What follows belongs to an exercise in optimizing a design on an open flow for small area and a short achievable clock period; a production flow would make more cautious choices.
Where RTL was checked, it was by simulation tests only, not by an equivalence proof against the original.
No functional check of the RTL was part of run 7.
In every run shown here, the design's own scripts or RTL, not TritonCTS, make the clock network.
The flow treats the clock pin as an ideal source. Dropping or thinning the clock tree relies on that and would not hold on a real chip.
Power figures rest on the tool's default switching activity, not on a simulated workload.

**flow/design.v**
```verilog
module syc_FIFO #(
    parameter DATA_WIDTH = 32,
    parameter DEPTH      = 16
)(
    input                       wr_en,
    input                       rd_en,
    input      [DATA_WIDTH-1:0] wr_data,
    input                       clk,
    input                       rstb,
    output reg [DATA_WIDTH-1:0] rd_data,
    output reg                  full,
    output wire                 empty
);
    localparam J = DEPTH / 2;
    reg [DATA_WIDTH-1:0] memory [DEPTH-1:0];
    reg [DEPTH-1:0]      wr_sel, rd_sel;
    reg [DEPTH-1:0]      rd_mux_lo, rd_mux_hi;
    reg [J-1:0]          fill;
    reg                  not_empty;
    assign empty = ~not_empty;
    wire wr = wr_en & ~full;
    wire rd = rd_en & not_empty;
    wire one_word = fill[0] & ~fill[1];           
    wire one_free = fill[J-1] & ~fill[J-2];       
    wire up   = wr & ~rd;                         
    wire down = rd & ~wr;                         
    wire wr_load = full & rd_en;
    wire wr_step = wr_en & ~full & (rd_en | ~one_free);
    wire wr_hold = full ? ~rd_en : ~wr_en;
    wire rd_load = ~not_empty & wr_en;
    wire rd_step = rd_en & not_empty & (wr_en | ~one_word);
    wire rd_hold = not_empty ? ~rd_en : ~wr_en;
    wire [DEPTH-1:0] wr_sel_next = ({DEPTH{wr_load}} & rd_sel)
                                 | ({DEPTH{wr_step}} & {wr_sel[DEPTH-2:0], wr_sel[DEPTH-1]})
                                 | ({DEPTH{wr_hold}} & wr_sel);
    wire [DEPTH-1:0] rd_sel_next = ({DEPTH{rd_load}} & wr_sel)
                                 | ({DEPTH{rd_step}} & {rd_sel[DEPTH-2:0], rd_sel[DEPTH-1]})
                                 | ({DEPTH{rd_hold}} & rd_sel);
    integer i;
    always @(posedge clk)
        for (i = 0; i < DEPTH; i = i + 1)
            if (wr_en & wr_sel[i]) memory[i] <= wr_data;
    localparam LO = DATA_WIDTH / 2;
    reg [DATA_WIDTH-1:0] rd_word;
    always @* begin
        rd_word = {DATA_WIDTH{1'b0}};
        for (i = 0; i < DEPTH; i = i + 1)
            rd_word = rd_word | (memory[i] & {{(DATA_WIDTH-LO){rd_mux_hi[i]}}, {LO{rd_mux_lo[i]}}});
    end
    always @(posedge clk) begin
        rd_mux_lo <= rd_sel_next;
        rd_mux_hi <= rd_sel_next;
    end
    always @(posedge clk or negedge rstb) begin
        if (!rstb) begin
            wr_sel    <= 1;
            rd_sel    <= 0;
            fill      <= 0;
            rd_data   <= 0;
            full      <= 1'b0;
            not_empty <= 1'b0;
        end else begin
            if (rd) rd_data <= rd_word;
            wr_sel <= wr_sel_next;
            rd_sel <= rd_sel_next;
            full      <= full ? ~rd_en : (wr_en & ~rd_en & one_free);
            not_empty <= not_empty ? ~(rd_en & ~wr_en & one_word) : wr_en;
            if (up)
                fill <= {fill[J-2:0], ~fill[J-1]};
            else if (down)
                fill <= {~fill[0], fill[J-1:1]};
        end
    end
endmodule
```
**flow/flow/run.sh**
```bash
#!/bin/bash
# Standard ORFS layout (the standard.sh, synthesis unchanged) with:
#  - port buffers of a plain buffer cell instead of the one buffer_ports picks;
#  - a hand-built two-level clock tree (flow/pre_cts.tcl, flow/mancts.tcl)
#    in place of TritonCTS's three-level one;
#  - gate sizing not held to cells of the same footprint.
set -uo pipefail
here=$(pwd)
bash standard.sh \
  BUFFER_PORTS_ARGS="-buffer_cell sky130_fd_sc_hd__buf_4" \
  PRE_CTS_TCL="$here/flow/pre_cts.tcl" \
  MATCH_CELL_FOOTPRINT=0 \
  finish > flow_make.log 2>&1
```
**flow/flow/mancts.tcl**
```tcl
# Two-level clock tree built by hand: the clock port drives one root
# clkbuf_16 in the middle of the sinks, which drives one clkbuf_16 per
# cluster of flip-flops (k-means on the flip-flop positions).
proc mancts_build { nclusters {nroots 1} {bufname sky130_fd_sc_hd__clkbuf_16} {rootname sky130_fd_sc_hd__clkbuf_16} } {
  set block [ord::get_db_block]
  set db [ord::get_db]
  set master [$db findMaster $bufname]
  set rmaster [$db findMaster $rootname]
  set clk_net [$block findNet clk]
  set sinks {}
  set xs {}
  set ys {}
  foreach it [$clk_net getITerms] {
    set inst [$it getInst]
    set bb [$inst getBBox]
    lappend sinks $it
    lappend xs [expr {([$bb xMin] + [$bb xMax]) / 2.0}]
    lappend ys [expr {([$bb yMin] + [$bb yMax]) / 2.0}]
  }
  set n [llength $sinks]
  puts "mancts: $n sinks, $nclusters clusters"
  # k-means, seeded on a grid over the sinks' bounding box
  set xmin [tcl::mathfunc::min {*}$xs]; set xmax [tcl::mathfunc::max {*}$xs]
  set ymin [tcl::mathfunc::min {*}$ys]; set ymax [tcl::mathfunc::max {*}$ys]
  set g [expr {int(ceil(sqrt($nclusters)))}]
  set cx {}; set cy {}
  for {set k 0} {$k < $nclusters} {incr k} {
    set i [expr {$k % $g}]; set j [expr {$k / $g}]
    set gy [expr {int(ceil(double($nclusters) / $g))}]
    lappend cx [expr {$xmin + ($i + 0.5) * ($xmax - $xmin) / $g}]
    lappend cy [expr {$ymin + ($j + 0.5) * ($ymax - $ymin) / $gy}]
  }
  set cap [expr {int(ceil(double($n) / $nclusters * 1.15))}]
  for {set iter 0} {$iter < 30} {incr iter} {
    # capacity-limited assignment: nearest centre with room left
    set order {}
    for {set s 0} {$s < $n} {incr s} {
      set best 1e30
      for {set k 0} {$k < $nclusters} {incr k} {
        set d [expr {abs([lindex $xs $s] - [lindex $cx $k]) + abs([lindex $ys $s] - [lindex $cy $k])}]
        if {$d < $best} { set best $d }
      }
      lappend order [list $s $best]
    }
    set order [lsort -real -index 1 $order]
    set cnt [lrepeat $nclusters 0]
    set asg [lrepeat $n 0]
    foreach e $order {
      set s [lindex $e 0]
      set best 1e30; set bk 0
      for {set k 0} {$k < $nclusters} {incr k} {
        if {[lindex $cnt $k] >= $cap} continue
        set d [expr {abs([lindex $xs $s] - [lindex $cx $k]) + abs([lindex $ys $s] - [lindex $cy $k])}]
        if {$d < $best} { set best $d; set bk $k }
      }
      lset asg $s $bk
      lset cnt $bk [expr {[lindex $cnt $bk] + 1}]
    }
    set sx [lrepeat $nclusters 0.0]; set sy [lrepeat $nclusters 0.0]
    for {set s 0} {$s < $n} {incr s} {
      set k [lindex $asg $s]
      lset sx $k [expr {[lindex $sx $k] + [lindex $xs $s]}]
      lset sy $k [expr {[lindex $sy $k] + [lindex $ys $s]}]
    }
    for {set k 0} {$k < $nclusters} {incr k} {
      set c [lindex $cnt $k]
      if {$c > 0} {
        lset cx $k [expr {[lindex $sx $k] / $c}]
        lset cy $k [expr {[lindex $sy $k] / $c}]
      }
    }
  }
  puts "mancts: cluster sizes $cnt"
  # group the leaf buffers into nroots groups, one root buffer each
  set rasg [mancts_kmeans $cx $cy $nroots]
  set leaf_nets {}
  set root_nets {}
  for {set r 0} {$r < $nroots} {incr r} {
    set sx 0.0; set sy 0.0; set c 0
    for {set k 0} {$k < $nclusters} {incr k} {
      if {[lindex $rasg $k] == $r} { set sx [expr {$sx + [lindex $cx $k]}]; set sy [expr {$sy + [lindex $cy $k]}]; incr c }
    }
    set root [odb::dbInst_create $block $rmaster clkbuf_root_$r]
    $root setLocation [expr {int($sx / $c)}] [expr {int($sy / $c)}]
    $root setPlacementStatus PLACED
    set root_net [odb::dbNet_create $block clknet_root_$r]
    $root_net setSigType CLOCK
    [$root findITerm A] connect $clk_net
    [$root findITerm X] connect $root_net
    lappend root_nets $root_net
    puts "mancts: root $r drives $c leaves"
  }
  for {set k 0} {$k < $nclusters} {incr k} {
    set b [odb::dbInst_create $block $master clkbuf_leaf_$k]
    $b setLocation [expr {int([lindex $cx $k])}] [expr {int([lindex $cy $k])}]
    $b setPlacementStatus PLACED
    set ln [odb::dbNet_create $block clknet_leaf_$k]
    $ln setSigType CLOCK
    [$b findITerm A] connect [lindex $root_nets [lindex $rasg $k]]
    [$b findITerm X] connect $ln
    lappend leaf_nets $ln
  }
  for {set s 0} {$s < $n} {incr s} {
    set it [lindex $sinks $s]
    $it disconnect
    $it connect [lindex $leaf_nets [lindex $asg $s]]
  }
}

# plain capacity-limited k-means on points, returns the assignment list
proc mancts_kmeans { xs ys k } {
  set n [llength $xs]
  set cap [expr {int(ceil(double($n) / $k))}]
  set idx [lsort -real -indices $xs]
  set cx {}; set cy {}
  for {set j 0} {$j < $k} {incr j} {
    set p [lindex $idx [expr {int(($j + 0.5) * $n / $k)}]]
    lappend cx [lindex $xs $p]; lappend cy [lindex $ys $p]
  }
  for {set iter 0} {$iter < 20} {incr iter} {
    set cnt [lrepeat $k 0]
    set asg [lrepeat $n 0]
    for {set s 0} {$s < $n} {incr s} {
      set best 1e30; set bk 0
      for {set j 0} {$j < $k} {incr j} {
        if {[lindex $cnt $j] >= $cap} continue
        set d [expr {abs([lindex $xs $s] - [lindex $cx $j]) + abs([lindex $ys $s] - [lindex $cy $j])}]
        if {$d < $best} { set best $d; set bk $j }
      }
      lset asg $s $bk
      lset cnt $bk [expr {[lindex $cnt $bk] + 1}]
    }
    for {set j 0} {$j < $k} {incr j} {
      set sx 0.0; set sy 0.0; set c 0
      for {set s 0} {$s < $n} {incr s} {
        if {[lindex $asg $s] == $j} { set sx [expr {$sx + [lindex $xs $s]}]; set sy [expr {$sy + [lindex $ys $s]}]; incr c }
      }
      if {$c} { lset cx $j [expr {$sx / $c}]; lset cy $j [expr {$sy / $c}] }
    }
  }
  return $asg
}
```
**flow/flow/pre_cts.tcl**
```tcl
# Runs before ORFS's CTS step: builds the clock tree by hand (mancts.tcl)
# and stands in for TritonCTS, whose tree has one buffer level more.
source [file join [file dirname [info script]] mancts.tcl]
set nsinks [llength [[[ord::get_db_block] findNet clk] getITerms]]
set nleaves [expr {max(4, int(round($nsinks / 24.0)))}]
mancts_build $nleaves 4
set_propagated_clock [all_clocks]
rename clock_tree_synthesis my_tritoncts_unused
proc clock_tree_synthesis { args } {
  puts "clock tree built by mancts.tcl; clock_tree_synthesis $args not run"
}
```
**flow/standard.sh**
```bash
#!/bin/bash
# synth_recipe.tcl (not shown) runs the flow's synth.tcl, then flattens the netlist and writes it again
# the make line also repeats each setting of config.mk as NAME=value (left out here)
make -C /OpenROAD-flow-scripts/flow DESIGN_CONFIG=/design/flow/config.mk WORK_HOME=/design/flow/orfs CLKGATE_MAP_FILE= SYNTH_SCRIPT=/design/flow/synth_recipe.tcl "${@:-finish}"
```
**flow/config.mk**
```make
export PLATFORM = sky130hd
export DESIGN_NAME = syc_FIFO
export DESIGN_NICKNAME = syc_FIFO
export VERILOG_FILES = /design/flow/design.v
export SDC_FILE = /design/flow/constraint.sdc
export NUM_CORES = 4
export LEC_CHECK = 0
export CAP_MARGIN = 20
export CORE_MARGIN = 2
export CORE_UTILIZATION = 40
export SETUP_SLACK_MARGIN = 1.45
export SLEW_MARGIN = 20
```
**flow/constraint.sdc**
```tcl
create_clock -name core_clock -period 3.0 [get_ports {clk}]
set_input_delay 0.6000 -clock core_clock [delete_from_list [all_inputs] [get_ports {clk}]]
set_output_delay 0.6000 -clock core_clock [all_outputs]
set_load 0.01 [all_outputs]
```
==> results of run 1 <==
how the worst max path moves through the flow:
stage,start,end,slack [ns]
4_1_cts,rd_mux_hi[0]$_DFF_P_,rd_data[12]$_DFFE_PN0P_,1.35
2_1_floorplan,wr_en,rd_sel[10]$_DFF_PN0_,1.39
3_3_place_gp,wr_en,rd_sel[14]$_DFF_PN0_,0.85
3_5_place_dp,rd_en,wr_sel[9]$_DFF_PN0_,0.82
5_1_grt,rd_mux_hi[14]$_DFF_P_,rd_data[12]$_DFFE_PN0P_,1.33
6_report,wr_sel[5]$_DFF_PN0_,memory[5][5]$_DFFE_PP_,1.34
stage by stage:
stage | instance area, µm² | power, W | util (%) | hold slack [ns]
floorplan | 21600 | 0.00963 | - | 0.304
global placement | 22800 | 0.00981 | 43.2 | 0.472
detailed placement | 22800 | 0.00983 | 43.2 | 0.480
CTS | 24600 | 0.0139 | 46.6 | 0.215
global route | 25000 | 0.0142 | 47.3 | 0.234
finish | 25000 | 0.0139 | 47.3 | 0.191
timing repair:
item | 4_1_cts | 5_1_grt
endpoints found under the setup margin | 178 | 127
setup buffers | 44 | 15
gates resized for setup | 81 | 43
gates cloned | 5 | 6
pin swaps | 26 | 30
power by group:
group | internal [W] | switching [W]
Clock | 0.00175 | 0.00236
Sequential | 0.00910 | 0.0000589
Combinational | 0.000187 | 0.000415
cells in the mapped netlist:
| master | instances |
|---|---|
| a21o_1 | 1 |
| a21oi_1 | 1 |
| a21oi_2 | 1 |
| a221oi_1 | 128 |
| a222oi_1 | 32 |
| a22o_1 | 128 |
| a31oi_1 | 1 |
| and2_1 | 17 |
| and2b_1 | 1 |
| and4_1 | 32 |
| buf_2 | 26 |
| buf_4 | 3 |
| buf_6 | 4 |
| clkbuf_1 | 34 |
| dfrtp_1 | 73 |
| dfstp_2 | 1 |
| dfxtp_1 | 16 |
| edfxtp_1 | 512 |
| ha_1 | 1 |
| inv_1 | 34 |
| inv_2 | 1 |
| mux2i_1 | 8 |
| nand2_1 | 40 |
| nand3b_1 | 1 |
| nor2_1 | 2 |
| nor2_2 | 1 |
| nor2_4 | 1 |
| nor2b_1 | 1 |
| nor3b_4 | 1 |
| o21ai_1 | 39 |
| o31a_1 | 1 |
kinds of logic (layout without fill, tap and decap cells):
family	after synthesis	count (layout)	share of synthesized area, %
AO/OA/AOI/OAI	332	334	13.0
adder cells (fa/ha/maj)	1	1	0.0582
buffers and inverters	102	209	2.12
flip-flops	602	602	81.6
multiplexers	8	8	0.373
other	0	1	0
AND/OR/NAND/NOR	97	103	2.80
metal layers:
layer	vias up	global-route usage (%)
li1	5008	-
met1	6344	28.7
met2	514	33.2
met3	80	2.84
met4	0	4.40
met5	-	0
state kept, by name, summed over array words and instances (netlist names):
name / flops
rd_data: 32
rd_sel: 16
memory: 512
rd_mux_hi: 16
wr_sel: 16
fill: 8
not_empty: 1
full: 1
area by class of cell:
cell class	instances	area [µm²]	area share, %
flip-flops and latches	602	17600	70.4
multi-input cells	446	4090	16.4
repair buffers	145	1600	6.40
well taps	688	861	3.44
plain buffers	29	726	2.90
inverters	35	131	0.525
diodes	1	2.50	0.0100
cells in the final DEF (no fill, tap or decap), types with 3 or more instances in the layout:
master,instances
nand2_1,39
buf_16,3
dfrtp_1,70
and2_2,4
edfxtp_1,512
nor2_4,3
a221oi_2,58
buf_6,16
clkbuf_16,32
a22o_1,127
and2_4,16
dfrtp_2,3
mux2i_1,8
a221oi_1,68
dfxtp_4,16
and4_4,3
o21ai_1,37
and4_1,29
buf_12,26
a222oi_1,32
buf_4,94
inv_1,33
==> flow_metrics.py, run 1 <==
metrics = {
    "outcome": {
        "status": "complete, no violations",
    },
    "power": {
        "ir_drop_mv": 0.282,
        "p_leak_nw": 8.39,
        "pwr_density_cell_nw_per_um2": 554,
    },
    "timing": {
        "post-route-period-util_pct": 55.2,
        "rsz0062_at_grt": "yes",
        "hold_viol": 0,
        "fmax_mhz": 604,
        "tns_ns": 0,
        "max-slew-margin-rel_pct": 50.2,
        "tightest_slew_ns": 0.747,
        "fin_crit_ns": 1.66,
        "timing.final.ws_setup_ns": 1.34,
        "maxSlewViolCount": 0,
        "finalSetupViolations": 0,
        "skew_ns": 0.0441,
    },
    "cells_and_area": {
        "final_cell_count_no_fill": 1946,
        "layout-drive-gt1-share_pct": 23.5,
        "syn2layout_area_growth_pct": 16.4,
        "final_nets": 1296,
        "fillCellCount": 4437,
    },
    "floorplanning": {
        "num_rows": 84,
        "fp.dieH_um": 236,
        "die_w_um": 236,
        "boundaryPins": 70,
        "initial_core_util_pct": 40.7,
        "die-area_um2": 55600,
        "fp.coreArea_um2": 52900,
    },
    "routing": {
        "dr.pass1.iters": 9,
        "dr_wl_met3_mm": 4.37,
        "wire_per_inst_um": 30.3,
        "vias_per_cell": 6.14,
        "drcViolationCount": 0,
        "wl_met1_mm": 24.7,
        "routed_wl_mm": 58.9,
        "ant_nets": 0,
        "vias": 11900,
        "routed.top_layer": "met4",
        "drt-initial-drc-count": 1338,
        "wl_met2_mm": 28.3,
    },
    "logic_synthesis": {
        "syn_area_um2": 21500,
        "ys_seq_area_share_pct": 81.6,
        "yosysTopAreaCellShare_pct": 71.5,
        "ys_types": 31,
        "syn_nets": 1179,
        "avgSynthCellArea_um2": 18.8,
        "yosys-top-cells-area": "edfxtp_1 (72%), dfrtp_1 (8.5%), a221oi_1 (5.2%), a22o_1 (5.2%), a222oi_1 (1.5%)",
        "synth_seq_cells": 602,
        "ys_warn_count": 2,
        "synth_top_cell_by_area": "edfxtp_1",
        "synthCells": 1142,
    },
    "setup_path": {
        "crit_arrival_ns": 1.66,
        "path_buf_inv": 0,
        "critPathRequiredTime_ns": 3.00,
        "endpoint_kind": "register",
        "critical-path-top-delay-family": "simple AND/OR/NAND/NOR gates",
        "cpPeakStageDelay_ns": 0.70,
        "rr_endpoint": "memory[5][5]$_DFFE_PP_",
        "r2r_cells": 1,
        "r2r-start": "wr_sel[5]$_DFF_PN0_",
        "path_cells": "and2_2",
        "start_kind": "register",
        "timing.reg2reg.setup_slack_ns": 1.34,
        "cp_max_fo": 16,
        "slowest_stage": "and2_2",
        "worst-setup-path-type": "register to register",
        "path_depth": 1,
    },
    "place": {
        "io_buffers": 69,
        "dp.cells": 1846,
        "gp_congestion": 0.739,
        "dp_slack_ns": 0.820,
        "hpwlAfterDp_mm": 27.2,
    },
    "global_routing": {
        "overflow": 0,
        "antenna_found_initial": 1,
        "grt_usage_pct": 20.2,
        "grt_first_pass_wirelength_mm": 82.6,
        "grt_pass1_vias": 11600,
        "grt_max_degree": 42,
    },
    "run": {
        "max_cap_viol_count": 0,
    },
    "clock_network": {
        "insertion_delay_ns": 0.38,
        "hold_buffers": 0,
        "clk_pin_slew_ns": 0.10,
    },
    "hold_path": {
        "hp-class": "primary input to async pin",
    },
}
==> run 2: changes to the inputs <==
--- a/flow/config.mk
+++ b/flow/config.mk
@@ -10,3 +10,3 @@
 export CORE_UTILIZATION = 40
-export SETUP_SLACK_MARGIN = 1.45
+export SETUP_SLACK_MARGIN = 1.25
 export SLEW_MARGIN = 20
==> run 2 against run 1 <==
First-iteration DRC count is 4.8% lower. Die area did not move. Via count fell by 7.0%. Cell count is 3.3% lower. Routed wire length shrank 14%. Synthesized cell count did not move. Core utilization shrank 2.7 points. Largest cell class unchanged. Highest routed layer unchanged.
==> flow_metrics.py, run 2 <==
metrics = {
    "global_routing": {
        "grt_usage_pct": 17.8,
        "grt_first_pass_wirelength_mm": 74.7,
        "grt_pass1_vias": 11000,
        "overflow": 0,
        "grt_max_degree": 39,
        "antenna_found_initial": 0,
    },
    "logic_synthesis": {
        "synthCells": 1142,
        "synth_seq_cells": 602,
        "ys_types": 31,
        "async_flop_share_pct": 12.3,
        "yosys-top-cells-count": "edfxtp_1 (512), a221oi_1 (128), a22o_1 (128), dfrtp_1 (73), nand2_1 (40)",
        "ys_warn_count": 2,
        "synth_edf_count": 512,
        "yosysMostFrequentCell": "edfxtp_1",
        "ys_seq_area_share_pct": 81.6,
        "ys.flop_type": "edfxtp_1",
        "yosysTopAreaCellShare_pct": 71.5,
        "syn_nets": 1179,
        "synth_top_cell_by_area": "edfxtp_1",
        "avgSynthCellArea_um2": 18.8,
        "yosys-top-cells-area": "edfxtp_1 (72%), dfrtp_1 (8.5%), a221oi_1 (5.2%), a22o_1 (5.2%), a222oi_1 (1.5%)",
        "syn_area_um2": 21500,
    },
    "power": {
        "pwr-share-comb_pct": 3.5,
        "p_seq_share_pct": 67.0,
        "ir_drop_mv": 0.276,
        "power.switching_w": 0.00268,
        "p_clk_share_pct": 29.5,
        "switching_share_pct": 19.6,
        "p_leak_nw": 7.75,
        "intPower_w": 0.0110,
        "pwr_density_cell_nw_per_um2": 579,
    },
    "routing": {
        "vias": 11100,
        "routed_wl_mm": 50.9,
        "drt-initial-drc-count": 1274,
        "wire_per_inst_um": 27.1,
        "drcViolationCount": 0,
        "vias_per_cell": 5.91,
        "dr.pass1.iters": 7,
        "ant_nets": 0,
    },
    "cells_and_area": {
        "final_util_pct": 44.7,
        "final_cell_count_no_fill": 1881,
        "layout-drive-gt1-share_pct": 13.6,
        "fillCellCount": 4491,
        "multiInputGateArea_um2": 3570,
        "layout.area.seq_um2": 17600,
        "regMostFlops": "memory",
        "top_regs": "memory (512), rd_data (32)",
        "mostFrequentLayoutCells": "edfxtp_1 (512), a22o_1 (128), a221oi_1 (127), buf_4 (83), dfrtp_1 (72)",
        "final_nets": 1232,
        "syn2layout_area_growth_pct": 9.83,
        "num_antenna_cells": 0,
        "largest_reg_flops": 512,
        "mostFrequentLayoutCell": "edfxtp_1",
    },
    "setup_path": {
        "endpoint_kind": "register",
        "cp_max_fo": 32,
        "crit_end": "rd_data[20]$_DFFE_PN0P_",
        "rr_endpoint": "rd_data[20]$_DFFE_PN0P_",
        "r2r_cells": 4,
        "startpoint": "rd_mux_hi[14]$_DFF_P_",
        "start_kind": "register",
        "worst-setup-path-type": "register to register",
        "r2r-start": "rd_mux_hi[14]$_DFF_P_",
        "critPathRequiredTime_ns": 3.23,
        "timing.reg2reg.setup_slack_ns": 1.32,
        "crit_arrival_ns": 1.91,
    },
    "run": {
        "max_cap_viol_count": 0,
    },
    "place": {
        "gp_congestion": 0.773,
        "dp.cells": 1851,
        "hpwlAfterDp_mm": 26.9,
        "io_buffers": 69,
    },
    "timing": {
        "max-slew-margin-rel_pct": 54.2,
        "tns_ns": 0,
        "fmax_mhz": 595,
        "tightest_slew_ns": 0.687,
        "post-route-period-util_pct": 56.0,
        "hold_viol": 0,
        "finalSetupViolations": 0,
        "fin_crit_ns": 1.68,
        "skew_ns": 0.0498,
        "maxSlewViolCount": 0,
        "rsz0062_at_grt": "no",
    },
    "clock_network": {
        "hold_buffers": 0,
        "clk_pin_slew_ns": 0.10,
        "insertion_delay_ns": 0.37,
    },
    "floorplanning": {
        "die_w_um": 236,
        "fp.coreArea_um2": 52900,
        "boundaryPins": 70,
        "fp.dieH_um": 236,
        "die-area_um2": 55600,
        "initial_core_util_pct": 40.7,
        "num_rows": 84,
    },
    "hold_path": {
        "hp-class": "primary input to async pin",
    },
    "outcome": {
        "status": "complete, no violations",
    },
}
-- run 2: cell counts after synthesis --
No cell type changed its count.
-- run 2: worst min path at each step --
stage / endpoint / slack (ns) / cells past startpoint
finish: rd_sel[13]$_DFF_PN0_ / 0.18 / 1
global route: rd_sel[0]$_DFF_PN0_ / 0.21 / 1
CTS: wr_sel[15]$_DFF_PN0_ / 0.19 / 1
detailed placement: rd_data[17]$_DFFE_PN0P_ / 0.48 / 2
global placement: rd_data[13]$_DFFE_PN0P_ / 0.47 / 2
floorplan: fill[0]$_DFFE_PN0P_ / 0.30 / 0
-- run 2: critical path: stages, from the launching register on --
cell and delay, ns:
dfxtp_4 0.51, a22o_1 0.26, a221oi_1 0.36, and4_1 0.32
o21ai_1 0.07
-- run 2: power by group through the flow --
stage / Sequential, W / Clock, W / Combinational [W]
3_3_place_gp: 0.00936 / 0 / 0.000456
6_report: 0.00916 / 0.00403 / 0.000476
2_1_floorplan: 0.00935 / 0 / 0.000268
5_1_grt: 0.00917 / 0.00440 / 0.000529
4_1_cts: 0.00916 / 0.00411 / 0.000476
3_5_place_dp: 0.00936 / 0 / 0.000471
-- run 2: cell families (layout without fill, tap and decap cells) --
logic type | after synthesis | count (layout) | share of synthesized area [%]
flip-flops | 602 | 602 | 81.6
buffers and inverters | 102 | 153 | 2.12
multiplexers | 8 | 8 | 0.373
AND/OR/NAND/NOR | 97 | 97 | 2.80
adder cells (fa/ha/maj) | 1 | 1 | 0.0582
AO/OA/AOI/OAI | 332 | 332 | 13.0
-- run 2: layer usage --
| layer | vias up | routed length (µm) | track usage [%] |
|---|---|---|---|
| met2 | 386 | 25000 | 30.5 |
| li1 | 4859 | - | - |
| met4 | 0 | 781 | 2.49 |
| met5 | - | 0 | 0 |
| met3 | 48 | 3190 | 2.06 |
| met1 | 5816 | 21900 | 25.3 |
-- run 2: cell type report --
class,count,area share [%]
Multi-Input combinational cell,438,15.1
Inverter,35,0.557
Buffer,29,3.07
Timing Repair Buffer,89,3.02
Tap cell,688,3.65
Sequential cell,602,74.6
-- run 2: metrics by stage --
step	cell area [µm²]	hold slack, ns	power, W	worst slack [ns]
after floorplan	21500	0.304	0.00961	1.28
after global placement	22800	0.470	0.00981	0.835
after detailed placement	22800	0.478	0.00983	0.826
after CTS	23600	0.190	0.0137	1.28
after global routing	23600	0.207	0.0141	1.27
final	23600	0.183	0.0137	1.32
-- run 2: repair_timing --
item,in CTS,in global routing
endpoints found under the setup margin,53,30
pin swaps,0,1
gates resized for setup,17,9
buffers inserted,0,1
==> run 3: changes to the inputs <==
--- a/flow/flow/run.sh
+++ b/flow/flow/run.sh
@@ -9,3 +9,3 @@
 bash standard.sh \
-  BUFFER_PORTS_ARGS="-buffer_cell sky130_fd_sc_hd__buf_4" \
+  BUFFER_PORTS_ARGS="-buffer_cell sky130_fd_sc_hd__buf_2" \
   PRE_CTS_TCL="$here/flow/pre_cts.tcl" \
--- a/flow/config.mk
+++ b/flow/config.mk
@@ -9,4 +9,4 @@
 export CORE_MARGIN = 2
-export CORE_UTILIZATION = 40
-export SETUP_SLACK_MARGIN = 1.25
+export CORE_UTILIZATION = 50
+export SETUP_SLACK_MARGIN = 1.35
 export SLEW_MARGIN = 20
==> run 3 against run 2 <==
Critical endpoint is now rd_data[3]$_DFFE_PN0P_. Area after synthesis did not move. Synthesized cell count did not move. Combinational power fell by 2%. Highest routed layer unchanged. Critical path depth rose by 1. Cell area fell by 0.20%. Critical path type unchanged. Largest cell class unchanged. Routed wire length fell by 0.24%. Still clean. Worst hold slack improved by 0.016 ns. Sequential power barely moved. Clock power barely moved. Sequential cell count did not move. Largest power group unchanged.
==> flow_metrics.py, run 3 <==
metrics = {
    "timing": {
        "hold_viol": 0,
        "tightest_slew_ns": 0.677,
        "max-slew-margin-rel_pct": 54.9,
        "fin_crit_ns": 1.62,
        "rsz0062_at_grt": "yes",
        "skew_ns": 0.0418,
        "maxSlewViolCount": 0,
        "post-route-period-util_pct": 54.0,
        "finalSetupViolations": 0,
        "timing.final.ws_setup_ns": 1.38,
        "tns_ns": 0,
        "fmax_mhz": 617,
    },
    "power": {
        "power_w": 0.0137,
        "pwr-share-comb_pct": 3.4,
        "p_clk_share_pct": 29.6,
        "p_leak_nw": 7.85,
        "ir_drop_mv": 0.289,
        "p_seq_share_pct": 66.9,
        "power.switching_w": 0.00271,
        "intPower_w": 0.0110,
        "switching_share_pct": 19.8,
        "pwr_density_cell_nw_per_um2": 581,
    },
    "place": {
        "gp_congestion": 0.737,
        "dp_slack_ns": 0.707,
        "dp.cells": 1703,
        "io_buffers": 69,
        "hpwlAfterDp_mm": 25.9,
    },
    "setup_path": {
        "start_kind": "register",
        "timing.reg2reg.setup_slack_ns": 1.38,
        "cp_max_fo": 16,
        "worst-setup-path-type": "register to register",
        "crit_arrival_ns": 1.87,
        "critPathRequiredTime_ns": 3.25,
        "endpoint_kind": "register",
        "r2r_cells": 5,
    },
    "logic_synthesis": {
        "ys_seq_area_share_pct": 81.6,
        "syn_area_um2": 21500,
        "ys_types": 31,
        "yosys-top-cells-area": "edfxtp_1 (72%), dfrtp_1 (8.5%), a221oi_1 (5.2%), a22o_1 (5.2%), a222oi_1 (1.5%)",
        "avgSynthCellArea_um2": 18.8,
        "synth_edf_count": 512,
        "synth_seq_cells": 602,
        "syn_nets": 1179,
        "ys_warn_count": 2,
        "synthCells": 1142,
        "ys.flop_type": "edfxtp_1",
        "yosysMostFrequentCell": "edfxtp_1",
        "synth_top_cell_by_area": "edfxtp_1",
        "yosys-top-cells-count": "edfxtp_1 (512), a221oi_1 (128), a22o_1 (128), dfrtp_1 (73), nand2_1 (40)",
        "yosysTopAreaCellShare_pct": 71.5,
        "async_flop_share_pct": 12.3,
    },
    "global_routing": {
        "grt_usage_pct": 22.3,
        "grt_first_pass_wirelength_mm": 73.4,
        "grt_pass1_vias": 11000,
        "overflow": 0,
        "grt_max_degree": 46,
        "antenna_found_initial": 0,
    },
    "cells_and_area": {
        "regMostFlops": "memory",
        "top_regs": "memory (512), rd_data (32)",
        "mostFrequentLayoutCells": "edfxtp_1 (512), a22o_1 (128), a221oi_1 (121), dfrtp_1 (72), buf_2 (67)",
        "final_util_pct": 55.8,
        "fillCellCount": 3280,
        "mostFrequentLayoutCell": "edfxtp_1",
        "layout-drive-gt1-share_pct": 15.1,
        "final_cell_count_no_fill": 1746,
        "final_nets": 1245,
        "syn2layout_area_growth_pct": 9.62,
        "largest_reg_flops": 512,
    },
    "clock_network": {
        "clk_pin_slew_ns": 0.10,
        "insertion_delay_ns": 0.37,
        "hold_buffers": 0,
    },
    "floorplanning": {
        "die_w_um": 211,
        "fp.coreArea_um2": 42200,
        "boundaryPins": 70,
        "num_rows": 75,
        "fp.dieH_um": 211,
        "initial_core_util_pct": 50.9,
        "die-area_um2": 44700,
    },
    "routing": {
        "drt-initial-drc-count": 1424,
        "routed_wl_mm": 50.8,
        "vias": 11200,
        "vias_per_cell": 6.41,
        "wire_per_inst_um": 29.1,
        "drcViolationCount": 0,
        "ant_nets": 0,
        "dr.pass1.iters": 7,
    },
    "outcome": {
        "status": "complete, no violations",
    },
    "run": {
        "max_cap_viol_count": 0,
    },
    "hold_path": {
        "hp-class": "primary input to async pin",
    },
}
==> run 3: per-layer routing <==
metal,vias to the layer above,global-route usage [%],routed length (µm)
met5,-,0,0
met4,0,3.55,871
met3,57,1.79,2750
met2,343,38.2,25400
met1,5901,32.1,21700
li1,4890,-,-
==> run 3: logic make-up (layout without fill, tap and decap cells) <==
| group | count (synthesis) | in the layout | synth area share, % |
|---|---|---|---|
| simple gates | 97 | 97 | 2.80 |
| fa+ha+maj | 1 | 1 | 0.0582 |
| mux | 8 | 8 | 0.373 |
| compound gates | 332 | 332 | 13.0 |
| buf+inv | 102 | 166 | 2.12 |
| other cells | 0 | 1 | 0 |
| flops | 602 | 602 | 81.6 |
==> run 3: through the flow <==
stage / instance area [µm²] / hold WS (ns)
6_report: 23600 / 0.198
5_1_grt: 23600 / 0.232
4_1_cts: 23300 / 0.223
3_5_place_dp: 22500 / 0.470
3_3_place_gp: 22500 / 0.462
2_1_floorplan: 21600 / 0.304
==> run 3: what timing repair did <==
item / CTS / global route
buffers inserted: 1 / 12
gates resized for setup: 24 / 12
endpoints found under the setup margin: 323 / 112
==> run 3: path summary, 6_finish.rpt <==
kind,startpoint,to
min in group core_clock,rd_data[17]$_DFFE_PN0P_,rd_data[17]$_DFFE_PN0P_
max in group asynchronous,rstb,wr_sel[0]$_DFF_PN1_
min reg2reg,rd_data[17]$_DFFE_PN0P_,rd_data[17]$_DFFE_PN0P_
max reg2reg,rd_mux_hi[4]$_DFF_P_,rd_data[3]$_DFFE_PN0P_
min,rstb,rd_data[2]$_DFFE_PN0P_
max,rd_mux_hi[4]$_DFF_P_,rd_data[3]$_DFFE_PN0P_
==> run 3: final cells by class <==
class,instances,area (µm²),area share [%]
inverter,35,131,0.558
multi-input combinational,438,3610,15.3
buffer,29,726,3.08
tap,539,674,2.86
timing repair buffer,102,806,3.42
sequential,602,17600,74.7
antenna,1,2.50,0.0106
==> run 3: power by group through the flow <==
stage          Clock [W]  Sequential, W  Combinational, W
2_1_floorplan          0        0.00935          0.000274
4_1_cts          0.00414        0.00916          0.000458
3_3_place_gp           0        0.00936          0.000437
3_5_place_dp           0        0.00936          0.000453
5_1_grt          0.00439        0.00917          0.000522
6_report         0.00406        0.00916          0.000468
==> run 3: critical path: stages, from the launching register on <==
cell and delay [ns]:
dfxtp_4 0.45, buf_16 0.20, a22o_1 0.21, a221oi_1 0.32, and4_1 0.27, o21ai_1 0.06
==> run 4: changes to the inputs <==
--- a/flow/config.mk
+++ b/flow/config.mk
@@ -9,3 +9,3 @@
 export CORE_MARGIN = 2
-export CORE_UTILIZATION = 50
+export CORE_UTILIZATION = 40
 export SETUP_SLACK_MARGIN = 1.35
==> run 4 against run 3 <==
First-iteration DRC count down 1.1%. Sequential share of layout area down 0.52 points. Sequential cell count unchanged. Global-route usage down 4.4 points. Via count up 0.43%. Cell area up 0.67%. Worst hold slack worse by 0.022 ns. Critical path depth unchanged. Register-to-register slack about the same. Cell count up 8.2%. Critical endpoint is now rd_data[21]$_DFFE_PN0P_.
==> flow_metrics.py, run 4 <==
metrics = {
    "floorplanning": {
        "die-area_um2": 55600,
        "fp.dieH_um": 236,
        "boundaryPins": 70,
        "fp.coreArea_um2": 52900,
        "num_rows": 84,
        "die_w_um": 236,
        "initial_core_util_pct": 40.7,
    },
    "setup_path": {
        "crit_arrival_ns": 1.88,
        "path_cells": "buf_12, a22o_1, a221oi_1, and4_1, o21ai_1",
        "cpPeakStageDelay_ns": 0.49,
        "endpoint_kind": "register",
        "cp_max_fo": 17,
        "slowest_stage": "dfxtp_4",
        "start_kind": "register",
        "critPathRequiredTime_ns": 3.25,
        "worst-setup-path-type": "register to register",
    },
    "routing": {
        "drcViolationCount": 0,
        "vias": 11200,
        "routed_wl_mm": 51.9,
        "drt-initial-drc-count": 1409,
        "vias_per_cell": 5.95,
        "ant_nets": 0,
        "dr.pass1.iters": 9,
        "wire_per_inst_um": 27.5,
    },
    "place": {
        "place_area_um2": 22700,
        "hpwlAfterDp_mm": 28.0,
        "gp_congestion": 0.752,
        "dp_slack_ns": 0.740,
        "io_buffers": 69,
    },
    "cells_and_area": {
        "final_nets": 1241,
        "final_cell_area_um2": 23700,
        "mostFrequentLayoutCells": "edfxtp_1 (512), a22o_1 (128), a221oi_1 (114), dfrtp_1 (72), buf_2 (67)",
        "regMostFlops": "memory",
        "top_regs": "memory (512), rd_data (32)",
        "largest_reg_flops": 512,
        "layout-drive-gt1-share_pct": 15.5,
        "num_antenna_cells": 0,
        "syn2layout_area_growth_pct": 10.4,
        "fillCellCount": 4523,
        "mostFrequentLayoutCell": "edfxtp_1",
        "final_util_pct": 44.9,
    },
    "timing": {
        "maxSlewViolCount": 0,
        "post-route-period-util_pct": 54.3,
        "fmax_mhz": 614,
        "skew_ns": 0.0330,
        "hold_viol": 0,
        "finalSetupViolations": 0,
        "timing.final.ws_setup_ns": 1.37,
        "max-slew-margin-rel_pct": 52.9,
        "rsz0062_at_grt": "yes",
        "tightest_slew_ns": 0.706,
        "fin_hold_ws_ns": 0.176,
        "tns_ns": 0,
        "fin_crit_ns": 1.63,
    },
    "logic_synthesis": {
        "synth_edf_count": 512,
        "ys_warn_count": 2,
        "synthCells": 1142,
        "ys_types": 31,
        "ys_seq_area_share_pct": 81.6,
        "synth_seq_cells": 602,
        "ys.flop_type": "edfxtp_1",
        "yosysMostFrequentCell": "edfxtp_1",
        "async_flop_share_pct": 12.3,
        "yosys-top-cells-count": "edfxtp_1 (512), a221oi_1 (128), a22o_1 (128), dfrtp_1 (73), nand2_1 (40)",
        "synth_top_cell_by_area": "edfxtp_1",
        "syn_nets": 1179,
        "yosys-top-cells-area": "edfxtp_1 (72%), dfrtp_1 (8.5%), a221oi_1 (5.2%), a22o_1 (5.2%), a222oi_1 (1.5%)",
        "avgSynthCellArea_um2": 18.8,
        "yosysTopAreaCellShare_pct": 71.5,
        "syn_area_um2": 21500,
    },
    "outcome": {
        "status": "complete, no violations",
    },
    "power": {
        "pwr_density_cell_nw_per_um2": 579,
        "p_leak_nw": 7.84,
        "ir_drop_mv": 0.277,
    },
    "hold_path": {
        "hp-class": "primary input to async pin",
    },
    "clock_network": {
        "insertion_delay_ns": 0.37,
        "hold_buffers": 0,
        "clk_pin_slew_ns": 0.11,
    },
    "global_routing": {
        "antenna_found_initial": 0,
        "grt_usage_pct": 17.9,
        "grt_max_degree": 49,
        "overflow": 0,
        "grt_first_pass_wirelength_mm": 75.1,
        "grt_pass1_vias": 11300,
    },
    "run": {
        "max_cap_viol_count": 0,
    },
}
==> run 4: final cells by class <==
class	instances	area [µm²]	area share, %
tap	688	861	3.63
multi-input combinational	438	3660	15.4
sequential	602	17600	74.2
buffer	29	726	3.06
timing repair buffer	98	736	3.10
inverter	35	131	0.554
==> run 4: routing by layer <==
layer / up-vias / GRT usage, % / routed length (µm)
met5: - / 0 / 0
met4: 0 / 3.74 / 1330
met3: 83 / 1.76 / 3100
met2: 392 / 30.9 / 25600
met1: 5887 / 24.7 / 21800
li1: 4877 / - / -
==> run 4: power breakdown <==
group          leakage [nW]  switching [W]  total, W  internal (W)
combinational          1.73       0.000335  0.000467      0.000132
clock                 0.357        0.00235   0.00410       0.00175
sequential             5.75      0.0000569   0.00916       0.00910
==> run 4: through the flow <==
stage | instances | total power, W
after floorplan | 1142 | 0.00962
after global placement | 1848 | 0.00979
after detailed placement | 1849 | 0.00982
after CTS | 1883 | 0.0138
after global routing | 1890 | 0.0141
final | 1890 | 0.0137
==> run 4: path summary, 6_finish.rpt <==
path,start,to,slack (ns),depth (start not counted)
min in group core_clock,rd_data[5]$_DFFE_PN0P_,rd_data[5]$_DFFE_PN0P_,0.48,2
min reg2reg,rd_data[5]$_DFFE_PN0P_,rd_data[5]$_DFFE_PN0P_,0.48,2
max reg2reg,rd_mux_hi[0]$_DFF_P_,rd_data[21]$_DFFE_PN0P_,1.37,5
max,rd_mux_hi[0]$_DFF_P_,rd_data[21]$_DFFE_PN0P_,1.37,5
max in group asynchronous,rstb,wr_sel[0]$_DFF_PN1_,2.17,2
min,rstb,rd_data[16]$_DFFE_PN0P_,0.18,1
==> run 4: worst max-delay path: cells and delay by family (launching register included) <==
kind | cells | cell delay (ns)
AOI/OAI and AO/OA | 3 | 0.48
buffers and inverters | 1 | 0.24
and+or+nand+nor | 1 | 0.30
DFF | 1 | 0.49
==> run 4: what timing repair did <==
item / in CTS / in global routing
resized for setup: 30 / 18
hold endpoints to repair: 0 / 0
pin swaps: 1 / 1
cloned: 0 / 0
setup buffers: 5 / 7
endpoints found under the setup margin: 424 / 92
==> run 4: cell families after synthesis <==
kind of cell	after synthesis	share of synthesized area [%]
AO/OA/AOI/OAI	332	13.0
multiplexers	8	0.373
AND/OR/NAND/NOR	97	2.80
adder cells (fa/ha/maj)	1	0.0582
buffers and inverters	102	2.12
flip-flops	602	81.6
==> run 5: changes to the inputs <==
--- a/flow/config.mk
+++ b/flow/config.mk
@@ -10,3 +10,3 @@
 export CORE_UTILIZATION = 40
-export SETUP_SLACK_MARGIN = 1.35
+export SETUP_SLACK_MARGIN = 1.4
 export SLEW_MARGIN = 20
==> run 5 against run 4 <==
Critical path type is now primary input to register. Cell count up 0.79%. Largest cell class unchanged. Sequential share of layout area down 0.53 points. Still clean. Setup slack better by 0.034 ns. Register-to-register slack better by 0.03 ns. Combinational power up 7.5%. Die area unchanged. Global-route usage down 0.63 points. Fmax up 2.1%. Clock power down 1%.
==> flow_metrics.py, run 5 <==
metrics = {
    "setup_path": {
        "endpoint_kind": "register",
        "crit_arrival_ns": 1.57,
        "cp_max_fo": 32,
        "start_kind": "primary input",
        "worst-setup-path-type": "primary input to register",
        "critPathRequiredTime_ns": 2.98,
    },
    "floorplanning": {
        "fp.coreArea_um2": 52900,
        "die-area_um2": 55600,
        "initial_core_util_pct": 40.7,
        "boundaryPins": 70,
        "fp.dieH_um": 236,
        "die_w_um": 236,
        "num_rows": 84,
    },
    "hold_path": {
        "hp-class": "primary input to async pin",
    },
    "routing": {
        "wl_met2_mm": 24.8,
        "dr.pass1.iters": 7,
        "dr_wl_met3_mm": 3.47,
        "ant_nets": 0,
        "wl_met1_mm": 22.5,
        "wire_per_inst_um": 27.1,
        "vias": 11200,
        "routed.top_layer": "met5",
        "routed_wl_mm": 51.7,
        "drcViolationCount": 0,
        "drt-initial-drc-count": 1120,
        "vias_per_cell": 5.89,
    },
    "clock_network": {
        "hold_buffers": 0,
        "clk_pin_slew_ns": 0.09,
        "insertion_delay_ns": 0.38,
    },
    "cells_and_area": {
        "final_util_pct": 45.2,
        "final_nets": 1255,
        "mostFrequentLayoutCell": "edfxtp_1",
        "largest_reg_flops": 512,
        "mostFrequentLayoutCells": "edfxtp_1 (512), a22o_1 (128), a221oi_1 (119), dfrtp_1 (72), buf_2 (66)",
        "regMostFlops": "memory",
        "layout-drive-gt1-share_pct": 16.0,
        "top_regs": "memory (512), rd_data (32)",
        "syn2layout_area_growth_pct": 11.2,
    },
    "power": {
        "pwr_density_cell_nw_per_um2": 573,
        "ir_drop_mv": 0.302,
        "intPower_w": 0.0110,
        "p_clk_share_pct": 29.5,
        "switching_share_pct": 19.7,
        "p_leak_nw": 7.92,
        "pwr-share-comb_pct": 3.7,
        "p_seq_share_pct": 66.8,
        "power.switching_w": 0.00270,
    },
    "timing": {
        "max-slew-margin-rel_pct": 49.6,
        "post-route-period-util_pct": 53.1,
        "rsz0062_at_grt": "yes",
        "tightest_slew_ns": 0.756,
        "finalSetupViolations": 0,
        "skew_ns": 0.0506,
        "hold_viol": 0,
        "fin_crit_ns": 1.59,
        "fin_hold_ws_ns": 0.306,
        "maxSlewViolCount": 0,
        "tns_ns": 0,
        "fmax_mhz": 627,
    },
    "global_routing": {
        "antenna_found_initial": 4,
        "grt_first_pass_wirelength_mm": 72.9,
        "grt_usage_pct": 17.2,
        "overflow": 0,
        "grt_pass1_vias": 11100,
        "grt_max_degree": 52,
    },
    "logic_synthesis": {
        "ys.flop_type": "edfxtp_1",
        "syn_nets": 1179,
        "syn_area_um2": 21500,
        "yosysTopAreaCellShare_pct": 71.5,
        "ys_types": 31,
        "async_flop_share_pct": 12.3,
        "synth_seq_cells": 602,
        "yosys-top-cells-count": "edfxtp_1 (512), a221oi_1 (128), a22o_1 (128), dfrtp_1 (73), nand2_1 (40)",
        "yosysMostFrequentCell": "edfxtp_1",
        "avgSynthCellArea_um2": 18.8,
        "yosys-top-cells-area": "edfxtp_1 (72%), dfrtp_1 (8.5%), a221oi_1 (5.2%), a22o_1 (5.2%), a222oi_1 (1.5%)",
        "ys_warn_count": 2,
        "synthCells": 1142,
        "ys_seq_area_share_pct": 81.6,
        "synth_top_cell_by_area": "edfxtp_1",
        "synth_edf_count": 512,
    },
    "place": {
        "hpwlAfterDp_mm": 26.1,
        "gp_congestion": 0.749,
        "io_buffers": 69,
    },
    "run": {
        "max_cap_viol_count": 0,
    },
    "outcome": {
        "status": "complete, no violations",
    },
}
run 5: path summary, 6_finish.rpt:
check,from,to,slack [ns],cells past startpoint
hold / removal,rstb,rd_sel[9]$_DFF_PN0_,0.31,1
setup / recovery,wr_en,memory[11][8]$_DFFE_PP_,1.41,3
max in group asynchronous,rstb,rd_data[27]$_DFFE_PN0P_,2.07,2
setup reg to reg,rd_mux_hi[0]$_DFF_P_,rd_data[6]$_DFFE_PN0P_,1.41,4
hold reg to reg,rd_data[11]$_DFFE_PN0P_,rd_data[11]$_DFFE_PN0P_,0.48,2
min in group core_clock,rd_data[11]$_DFFE_PN0P_,rd_data[11]$_DFFE_PN0P_,0.48,2
run 5: cell type report:
type	count	area [µm²]
Fill cell	4466	29000
Antenna cell	1	2.50
Tap cell	688	861
Buffer	29	726
Sequential cell	602	17600
Timing Repair Buffer	110	920
Inverter	35	131
Multi-Input combinational cell	440	3640
run 5: kinds of logic (layout without fill, tap and decap cells):
kind of cell / after synthesis / in the layout / synth area share, %
DFF: 602 / 602 / 81.6
adders and majority gates: 1 / 1 / 0.0582
buffers and inverters: 102 / 174 / 2.12
AOI/OAI and AO/OA: 332 / 332 / 13.0
and+or+nand+nor: 97 / 99 / 2.80
muxes: 8 / 8 / 0.373
other: 0 / 1 / 0
run 5: timing repair:
action | CTS | global route
cloned | 0 | 2
gates resized for setup | 27 | 14
endpoints found under the setup margin | 479 | 99
pin swaps | 0 | 6
setup buffers | 4 | 18
run 5: metrics by stage:
stage	cell area [µm²]	instances	power (W)	worst slack, ns
6_report	23900	1905	0.0137	1.41
4_1_cts	23500	1884	0.0137	1.40
5_1_grt	23900	1905	0.0141	1.34
3_5_place_dp	22600	1851	0.00980	0.779
2_1_floorplan	21600	1142	0.00962	1.30
3_3_place_gp	22600	1851	0.00978	0.812
run 5: power groups by stage:
stage / Sequential (W) / Clock, W / Combinational, W
5_1_grt: 0.00916 / 0.00434 / 0.000555
3_5_place_dp: 0.00936 / 0 / 0.000447
3_3_place_gp: 0.00936 / 0 / 0.000428
6_report: 0.00915 / 0.00404 / 0.000502
4_1_cts: 0.00915 / 0.00411 / 0.000474
2_1_floorplan: 0.00935 / 0 / 0.000277
run 5: worst max-delay path, cell delays in order:
cell,delay [ns]
buf_4,0.27
and2_2,0.20
buf_4,0.46
run 5: per-layer routing:
layer | GRT usage (%) | vias to the layer above
met2 | 29.2 | 422
met5 | 0 | -
met3 | 1.58 | 61
met1 | 24.8 | 5830
met4 | 2.90 | 2
li1 | - | 4902
==> run 6: changes to the inputs <==
--- a/flow/config.mk
+++ b/flow/config.mk
@@ -10,3 +10,3 @@
 export CORE_UTILIZATION = 40
-export SETUP_SLACK_MARGIN = 1.4
+export SETUP_SLACK_MARGIN = 1.3
 export SLEW_MARGIN = 20
==> run 6 against run 5 <==
Cell area shrank 1.3%. Still clean. Sequential power is essentially flat. Critical path depth grew 2. Total power shrank 0.14%. Via count grew 1.3%. Area after synthesis is the same. Combinational power shrank about 10%. Largest cell class unchanged. Cell count shrank 0.68%. Core utilization shrank 0.57 points. Sequential cell count is the same. Setup slack lost 0.077 ns.
==> flow_metrics.py, run 6 <==
metrics = {
    "outcome": {
        "status": "complete, no violations",
    },
    "timing": {
        "maxSlewViolCount": 0,
        "tightest_slew_ns": 0.881,
        "fin_crit_ns": 1.67,
        "rsz0062_at_grt": "yes",
        "fmax_mhz": 598,
        "tns_ns": 0,
        "finalSetupViolations": 0,
        "post-route-period-util_pct": 55.7,
        "hold_viol": 0,
        "skew_ns": 0.0346,
        "max-slew-margin-rel_pct": 41.2,
    },
    "setup_path": {
        "startpoint": "rd_mux_hi[13]$_DFF_P_",
        "critPathRequiredTime_ns": 3.22,
        "rr_endpoint": "rd_data[7]$_DFFE_PN0P_",
        "r2r_cells": 5,
        "crit_arrival_ns": 1.89,
        "worst-setup-path-type": "register to register",
        "r2r-start": "rd_mux_hi[13]$_DFF_P_",
        "cp_max_fo": 14,
        "slowest_stage": "dfxtp_2",
        "cpPeakStageDelay_ns": 0.42,
        "start_kind": "register",
        "critical-path-top-delay-family": "compound AO/OA/AOI/OAI gates",
        "timing.reg2reg.setup_slack_ns": 1.33,
        "endpoint_kind": "register",
        "path_buf_inv": 1,
        "path_cells": "buf_4, a22o_1, a221oi_1, and4_4, o21ai_1",
    },
    "place": {
        "gp_congestion": 0.752,
        "hpwlAfterDp_mm": 28.8,
        "io_buffers": 69,
        "dp.cells": 1860,
    },
    "logic_synthesis": {
        "ys_warn_count": 2,
        "yosys-top-cells-area": "edfxtp_1 (72%), dfrtp_1 (8.5%), a221oi_1 (5.2%), a22o_1 (5.2%), a222oi_1 (1.5%)",
        "avgSynthCellArea_um2": 18.8,
        "yosysMostFrequentCell": "edfxtp_1",
        "syn_nets": 1179,
        "synth_edf_count": 512,
        "yosys-top-cells-count": "edfxtp_1 (512), a221oi_1 (128), a22o_1 (128), dfrtp_1 (73), nand2_1 (40)",
        "async_flop_share_pct": 12.3,
        "synthCells": 1142,
        "syn_area_um2": 21500,
        "yosysTopAreaCellShare_pct": 71.5,
        "ys_seq_area_share_pct": 81.6,
        "ys.flop_type": "edfxtp_1",
        "synth_top_cell_by_area": "edfxtp_1",
        "synth_seq_cells": 602,
        "ys_types": 31,
    },
    "floorplanning": {
        "num_rows": 84,
        "fp.dieH_um": 236,
        "die-area_um2": 55600,
        "die_w_um": 236,
        "fp.coreArea_um2": 52900,
        "initial_core_util_pct": 40.7,
        "boundaryPins": 70,
    },
    "routing": {
        "drt-initial-drc-count": 1397,
        "routed_wl_mm": 52.0,
        "vias": 11400,
        "vias_per_cell": 6.01,
        "wire_per_inst_um": 27.5,
        "ant_nets": 0,
        "drcViolationCount": 0,
        "dr.pass1.iters": 8,
    },
    "power": {
        "ir_drop_mv": 0.275,
        "p_leak_nw": 7.81,
        "pwr_density_cell_nw_per_um2": 580,
    },
    "hold_path": {
        "hp-class": "primary input to async pin",
    },
    "cells_and_area": {
        "final_nets": 1243,
        "final_cell_count_no_fill": 1892,
        "mostFrequentLayoutCells": "edfxtp_1 (512), a22o_1 (128), a221oi_1 (120), dfrtp_1 (72), buf_2 (67)",
        "regMostFlops": "memory",
        "layout-drive-gt1-share_pct": 15.1,
        "top_regs": "memory (512), rd_data (32)",
        "syn2layout_area_growth_pct": 9.75,
        "mostFrequentLayoutCell": "edfxtp_1",
        "largest_reg_flops": 512,
        "num_antenna_cells": 0,
        "fillCellCount": 4501,
    },
    "global_routing": {
        "grt_max_degree": 66,
        "grt_pass1_vias": 11300,
        "antenna_found_initial": 0,
        "overflow": 0,
        "grt_first_pass_wirelength_mm": 76.1,
        "grt_usage_pct": 18.2,
    },
    "clock_network": {
        "insertion_delay_ns": 0.37,
        "clk_pin_slew_ns": 0.10,
    },
    "run": {
        "max_cap_viol_count": 0,
    },
}
run 6: stage by stage:
| stage | cell area, µm² | power (W) | utilization [%] | hold slack, ns | setup slack, ns |
|---|---|---|---|---|---|
| 6_report | 23600 | 0.0137 | 44.6 | 0.368 | 1.33 |
| 5_1_grt | 23600 | 0.0141 | 44.6 | 0.457 | 1.29 |
| 4_1_cts | 23500 | 0.0138 | 44.4 | 0.417 | 1.24 |
| 3_5_place_dp | 22700 | 0.00981 | 43.0 | 0.471 | 0.763 |
| 3_3_place_gp | 22700 | 0.00979 | 43.0 | 0.463 | 0.785 |
| 2_1_floorplan | 21500 | 0.00962 | - | 0.304 | 1.29 |
run 6: layer usage:
| metal | global-route usage [%] | up-vias | part of all wire [%] |
|---|---|---|---|
| met1 | 26.1 | 6012 | 44 |
| met5 | 0 | - | 0 |
| met3 | 1.47 | 67 | 5.7 |
| met4 | 3.49 | 0 | 2.2 |
| li1 | - | 4881 | - |
| met2 | 30.8 | 403 | 49 |
run 6: what timing repair did:
item / 4_1_cts / 5_1_grt
pin swaps: 0 / 3
endpoints found under the setup margin: 175 / 31
hold buffers: 0 / 0
setup buffers: 0 / 3
gates resized for setup: 16 / 17
run 6: worst max path at each step:
stage / to / slack, ns / cells after the start
2_1_floorplan: memory[1][0]$_DFFE_PP_ / 1.29 / 3
3_3_place_gp: rd_sel[14]$_DFF_PN0_ / 0.79 / 6
3_5_place_dp: memory[13][2]$_DFFE_PP_ / 0.76 / 3
4_1_cts: rd_data[13]$_DFFE_PN0P_ / 1.24 / 4
5_1_grt: rd_data[7]$_DFFE_PN0P_ / 1.29 / 5
6_report: rd_data[7]$_DFFE_PN0P_ / 1.33 / 5
run 6: layout make-up:
class                      count  area, µm²  area share (%)
inverter                      35        131           0.557
multi-input combinational    438       3610            15.3
sequential                   602      17600            74.6
timing repair buffer         100        657            2.78
buffer                        29        726            3.08
tap                          688        861            3.65
run 6: logic make-up (layout without fill, tap and decap cells):
group | Yosys count | count (layout) | synth area share [%]
AO/OA/AOI/OAI | 332 | 332 | 13.0
adder cells (fa/ha/maj) | 1 | 1 | 0.0582
buffers and inverters | 102 | 164 | 2.12
flip-flops | 602 | 602 | 81.6
multiplexers | 8 | 8 | 0.373
AND/OR/NAND/NOR | 97 | 97 | 2.80
run 6: power by group:
group / internal [W] / switching [W]
sequential: 0.00910 / 0.0000599
clock: 0.00175 / 0.00232
combinational: 0.000122 / 0.000329
==> run 7: changes to the inputs <==
--- a/flow/design.v
+++ b/flow/design.v
@@ -13,3 +13,3 @@
 );
-    localparam J = DEPTH / 2;
+    localparam ADDR_WIDTH = $clog2(DEPTH);
     reg [DATA_WIDTH-1:0] memory [DEPTH-1:0];
@@ -17,3 +17,3 @@
     reg [DEPTH-1:0]      rd_mux_lo, rd_mux_hi;
-    reg [J-1:0]          fill;
+    reg [ADDR_WIDTH-1:0] fill;
     reg                  not_empty;
@@ -22,4 +22,4 @@
     wire rd = rd_en & not_empty;
-    wire one_word = fill[0] & ~fill[1];           
-    wire one_free = fill[J-1] & ~fill[J-2];       
+    wire one_word = (fill == 1);
+    wire one_free = (fill == DEPTH - 1);
     wire up   = wr & ~rd;                         
@@ -68,5 +68,5 @@
             if (up)
-                fill <= {fill[J-2:0], ~fill[J-1]};
+                fill <= fill + 1'b1;
             else if (down)
-                fill <= {~fill[0], fill[J-1:1]};
+                fill <= fill - 1'b1;
         end
--- a/flow/config.mk
+++ b/flow/config.mk
@@ -10,3 +10,3 @@
 export CORE_UTILIZATION = 40
-export SETUP_SLACK_MARGIN = 1.3
+export SETUP_SLACK_MARGIN = 1.4
 export SLEW_MARGIN = 20
==> run 7 against run 6 <==
Critical path depth down 3. Sequential share of layout area is 2.7 points lower. Via count grew 0.92%. Largest cell class unchanged. Die area is 0.76% lower. Setup slack improved by 0.047 ns. Highest routed layer is now met5. Combinational power is about 20% higher. Critical endpoint is now empty.
==> flow_metrics.py, run 7 <==
metrics = {
    "timing": {
        "fin_hold_ws_ns": 0.282,
        "rsz0062_at_grt": "yes",
        "tns_ns": 0,
        "fmax_mhz": 616,
        "tightest_slew_ns": 0.741,
        "skew_ns": 0.0520,
        "hold_viol": 0,
        "post-route-period-util_pct": 54.1,
        "finalSetupViolations": 0,
        "max-slew-margin-rel_pct": 50.6,
        "timing.final.ws_setup_ns": 1.38,
        "fin_crit_ns": 1.62,
        "maxSlewViolCount": 0,
    },
    "cells_and_area": {
        "regMostFlops": "memory",
        "top_regs": "memory (512), rd_data (32)",
        "final_nets": 1272,
        "mostFrequentLayoutCells": "edfxtp_1 (512), a22o_1 (128), a221oi_1 (82), dfrtp_1 (67), buf_2 (65)",
        "largest_reg_flops": 512,
        "multiInputGateArea_um2": 3910,
        "layout-drive-gt1-share_pct": 21.9,
        "syn2layout_area_growth_pct": 14.1,
        "fillCellCount": 4421,
        "layout.area.seq_um2": 17500,
        "mostFrequentLayoutCell": "edfxtp_1",
    },
    "place": {
        "io_buffers": 69,
        "gp_congestion": 0.758,
        "hpwlAfterDp_mm": 28.4,
        "dp_slack_ns": 0.757,
    },
    "global_routing": {
        "grt_max_degree": 71,
        "grt_usage_pct": 18.6,
        "overflow": 0,
        "antenna_found_initial": 1,
        "grt_first_pass_wirelength_mm": 77.0,
        "grt_pass1_vias": 11200,
    },
    "logic_synthesis": {
        "synth_edf_count": 512,
        "ys_warn_count": 2,
        "avgSynthCellArea_um2": 18.9,
        "ys.flop_type": "edfxtp_1",
        "synth_seq_cells": 598,
        "syn_nets": 1167,
        "yosys-top-cells-count": "edfxtp_1 (512), a221oi_1 (128), a22o_1 (128), dfrtp_1 (69), inv_1 (35)",
        "ys_types": 35,
        "syn_area_um2": 21300,
        "async_flop_share_pct": 11.7,
        "synthCells": 1127,
        "ys_seq_area_share_pct": 81.8,
        "yosys-top-cells-area": "edfxtp_1 (72%), dfrtp_1 (8.1%), a221oi_1 (5.3%), a22o_1 (5.3%), a222oi_1 (1.5%)",
        "yosysMostFrequentCell": "edfxtp_1",
        "synth_top_cell_by_area": "edfxtp_1",
        "yosysTopAreaCellShare_pct": 72.1,
    },
    "routing": {
        "dr.pass1.iters": 6,
        "drt-initial-drc-count": 1309,
        "drcViolationCount": 0,
        "routed_wl_mm": 54.7,
        "ant_nets": 0,
        "vias": 11500,
        "vias_per_cell": 5.98,
        "wire_per_inst_um": 28.5,
    },
    "power": {
        "p_seq_share_pct": 66.4,
        "p_leak_nw": 8.14,
        "switching_share_pct": 19.9,
        "pwr-share-comb_pct": 3.9,
        "pwr_density_cell_nw_per_um2": 562,
        "power.switching_w": 0.00272,
        "intPower_w": 0.0110,
        "p_clk_share_pct": 29.6,
        "ir_drop_mv": 0.346,
    },
    "floorplanning": {
        "initial_core_util_pct": 40.5,
        "boundaryPins": 70,
        "die_w_um": 235,
        "fp.coreArea_um2": 52700,
        "die-area_um2": 55200,
        "num_rows": 84,
        "fp.dieH_um": 235,
    },
    "outcome": {
        "status": "complete, no violations",
    },
    "setup_path": {
        "path_cells": "inv_2, buf_6",
        "start_kind": "register",
        "worst-setup-path-type": "register to primary output",
        "critical-path-top-delay-family": "flip-flops",
        "timing.reg2reg.setup_slack_ns": 1.39,
        "r2r_cells": 7,
        "path_buf_inv": 2,
        "cpPeakStageDelay_ns": 0.49,
        "critPathRequiredTime_ns": 2.40,
        "startpoint": "not_empty$_DFF_PN0_",
        "crit_arrival_ns": 1.02,
        "endpoint_kind": "primary output",
        "crit_end": "empty",
        "r2r-start": "fill[1]$_DFFE_PN0P_",
        "rr_endpoint": "rd_sel[3]$_DFF_PN0_",
        "cp_max_fo": 5,
        "slowest_stage": "dfrtp_2",
        "path_depth": 2,
    },
    "clock_network": {
        "clk_pin_slew_ns": 0.10,
        "hold_buffers": 0,
        "insertion_delay_ns": 0.38,
    },
    "run": {
        "max_cap_viol_count": 0,
    },
    "hold_path": {
        "hp-class": "primary input to async pin",
    },
}
[run 7: cell types whose count changed in the layout (fill, tap and decap cells not counted), sizes merged, moves of 2 or more]
cell	delta
ha	+3
dfrtp	-4
buf	+33
xor2	+3
mux2i	-7
nand2	-5
o21a	+2
o21ai	-6
clkbuf	+3
[run 7: worst register-to-register path, stage by stage (launching register included)]
cell      delay (ns)
dfrtp_1         0.41
inv_2           0.09
ha_4            0.13
nor4b_4         0.17
buf_4           0.18
nor2_4          0.07
a222oi_1        0.34
inv_1           0.10
[run 7: worst min path at each step]
stage	startpoint	end	slack, ns	cells past startpoint
after detailed placement	rd_data[15]$_DFFE_PN0P_	rd_data[15]$_DFFE_PN0P_	0.47	2
after CTS	rstb	rd_data[0]$_DFFE_PN0P_	0.46	1
after global placement	rd_data[19]$_DFFE_PN0P_	rd_data[19]$_DFFE_PN0P_	0.46	2
final	rstb	rd_data[0]$_DFFE_PN0P_	0.28	1
after floorplan	rstb	fill[0]$_DFFE_PN0P_	0.30	0
after global routing	rstb	rd_data[0]$_DFFE_PN0P_	0.33	1
[run 7: logic make-up after synthesis]
logic type               after synthesis  synth area share (%)
XOR/XNOR                               4                 0.164
adder cells (fa/ha/maj)                4                 0.235
flip-flops                           598                  81.8
AO/OA/AOI/OAI                        326                  13.0
AND/OR/NAND/NOR                       94                  2.79
buffers and inverters                100                  1.99
multiplexers                           1                0.0469
[run 7: area by class of cell]
| type | instances | area share, % |
|---|---|---|
| sequential | 598 | 71.9 |
| multi-input combinational | 432 | 16.1 |
| timing repair buffer | 136 | 4.93 |
| tap | 688 | 3.54 |
| buffer | 29 | 2.98 |
| inverter | 35 | 0.540 |
| antenna | 1 | 0.0103 |
[run 7: stage by stage]
step	cells	power [W]	utilization, %	instance area (µm²)
2_1_floorplan	1127	0.00948	-	21400
3_3_place_gp	1848	0.00965	42.9	22600
3_5_place_dp	1848	0.00967	42.9	22600
4_1_cts	1901	0.0137	45.2	23800
5_1_grt	1918	0.0141	46.2	24300
6_report	1919	0.0137	46.2	24300
[run 7: power groups by stage]
stage / sequential [W] / combinational (W) / clock (W)
6_report: 0.00909 / 0.000539 / 0.00406
5_1_grt: 0.00910 / 0.000590 / 0.00440
4_1_cts: 0.00909 / 0.000475 / 0.00414
3_5_place_dp: 0.00928 / 0.000386 / 0
3_3_place_gp: 0.00928 / 0.000370 / 0
2_1_floorplan: 0.00927 / 0.000205 / 0
[run 7: per-layer routing]
layer	track usage [%]	wire (µm)	vias up
met4	1.94	701	2
met5	0	8	-
met1	27.3	23900	6051
li1	-	-	4923
met2	30.7	26200	448
met3	2.30	3870	43
[run 7: timing repair]
action,CTS,global route
cloned,2,2
resized for setup,51,49
setup endpoints to repair,520,78
pin swaps,12,35
buffers inserted,22,15

## what the ideal ports hide
Ports are ideal in the flow. The routed layouts listed here were re-timed in OpenROAD. Step 1 sets driving cells, clkbuf_16 on the clock port and buf_2 on the other inputs (assumed; they add their load-dependent delay and slew). Step 2 moves the port delays by t, midway between the first and last clock arrival at a register: inputs arrive t later, outputs are due t later. That takes back most of the time a late clock gives input paths. a / b / c = no drivers / after step 1 / after step 2; a / b = the first two.
| run | t, ns | slack for setup (ns) | pins driven straight from the clock port |
|---|---|---|---|
| run 1 | 0.484 | 1.343 / 1.298 / 1.013 | 4 |
| run 2 | 0.478 | 1.320 / 1.246 / 1.019 | 4 |
| run 3 | 0.469 | 1.379 / 1.286 / 1.085 | 4 |
| run 4 | 0.477 | 1.372 / 1.269 / 1.052 | 4 |
| run 5 | 0.461 | 1.406 / 1.324 / 1.040 | 4 |
| run 6 | 0.475 | 1.329 / 1.254 / 0.978 | 4 |
| run 7 | 0.472 | 1.376 / 1.255 / 1.061 | 4 |
After both steps every run listed still meets setup and hold. The setup slack of run 5, which loses most, moves by -0.082 ns with the drivers and by -0.366 ns with both steps.
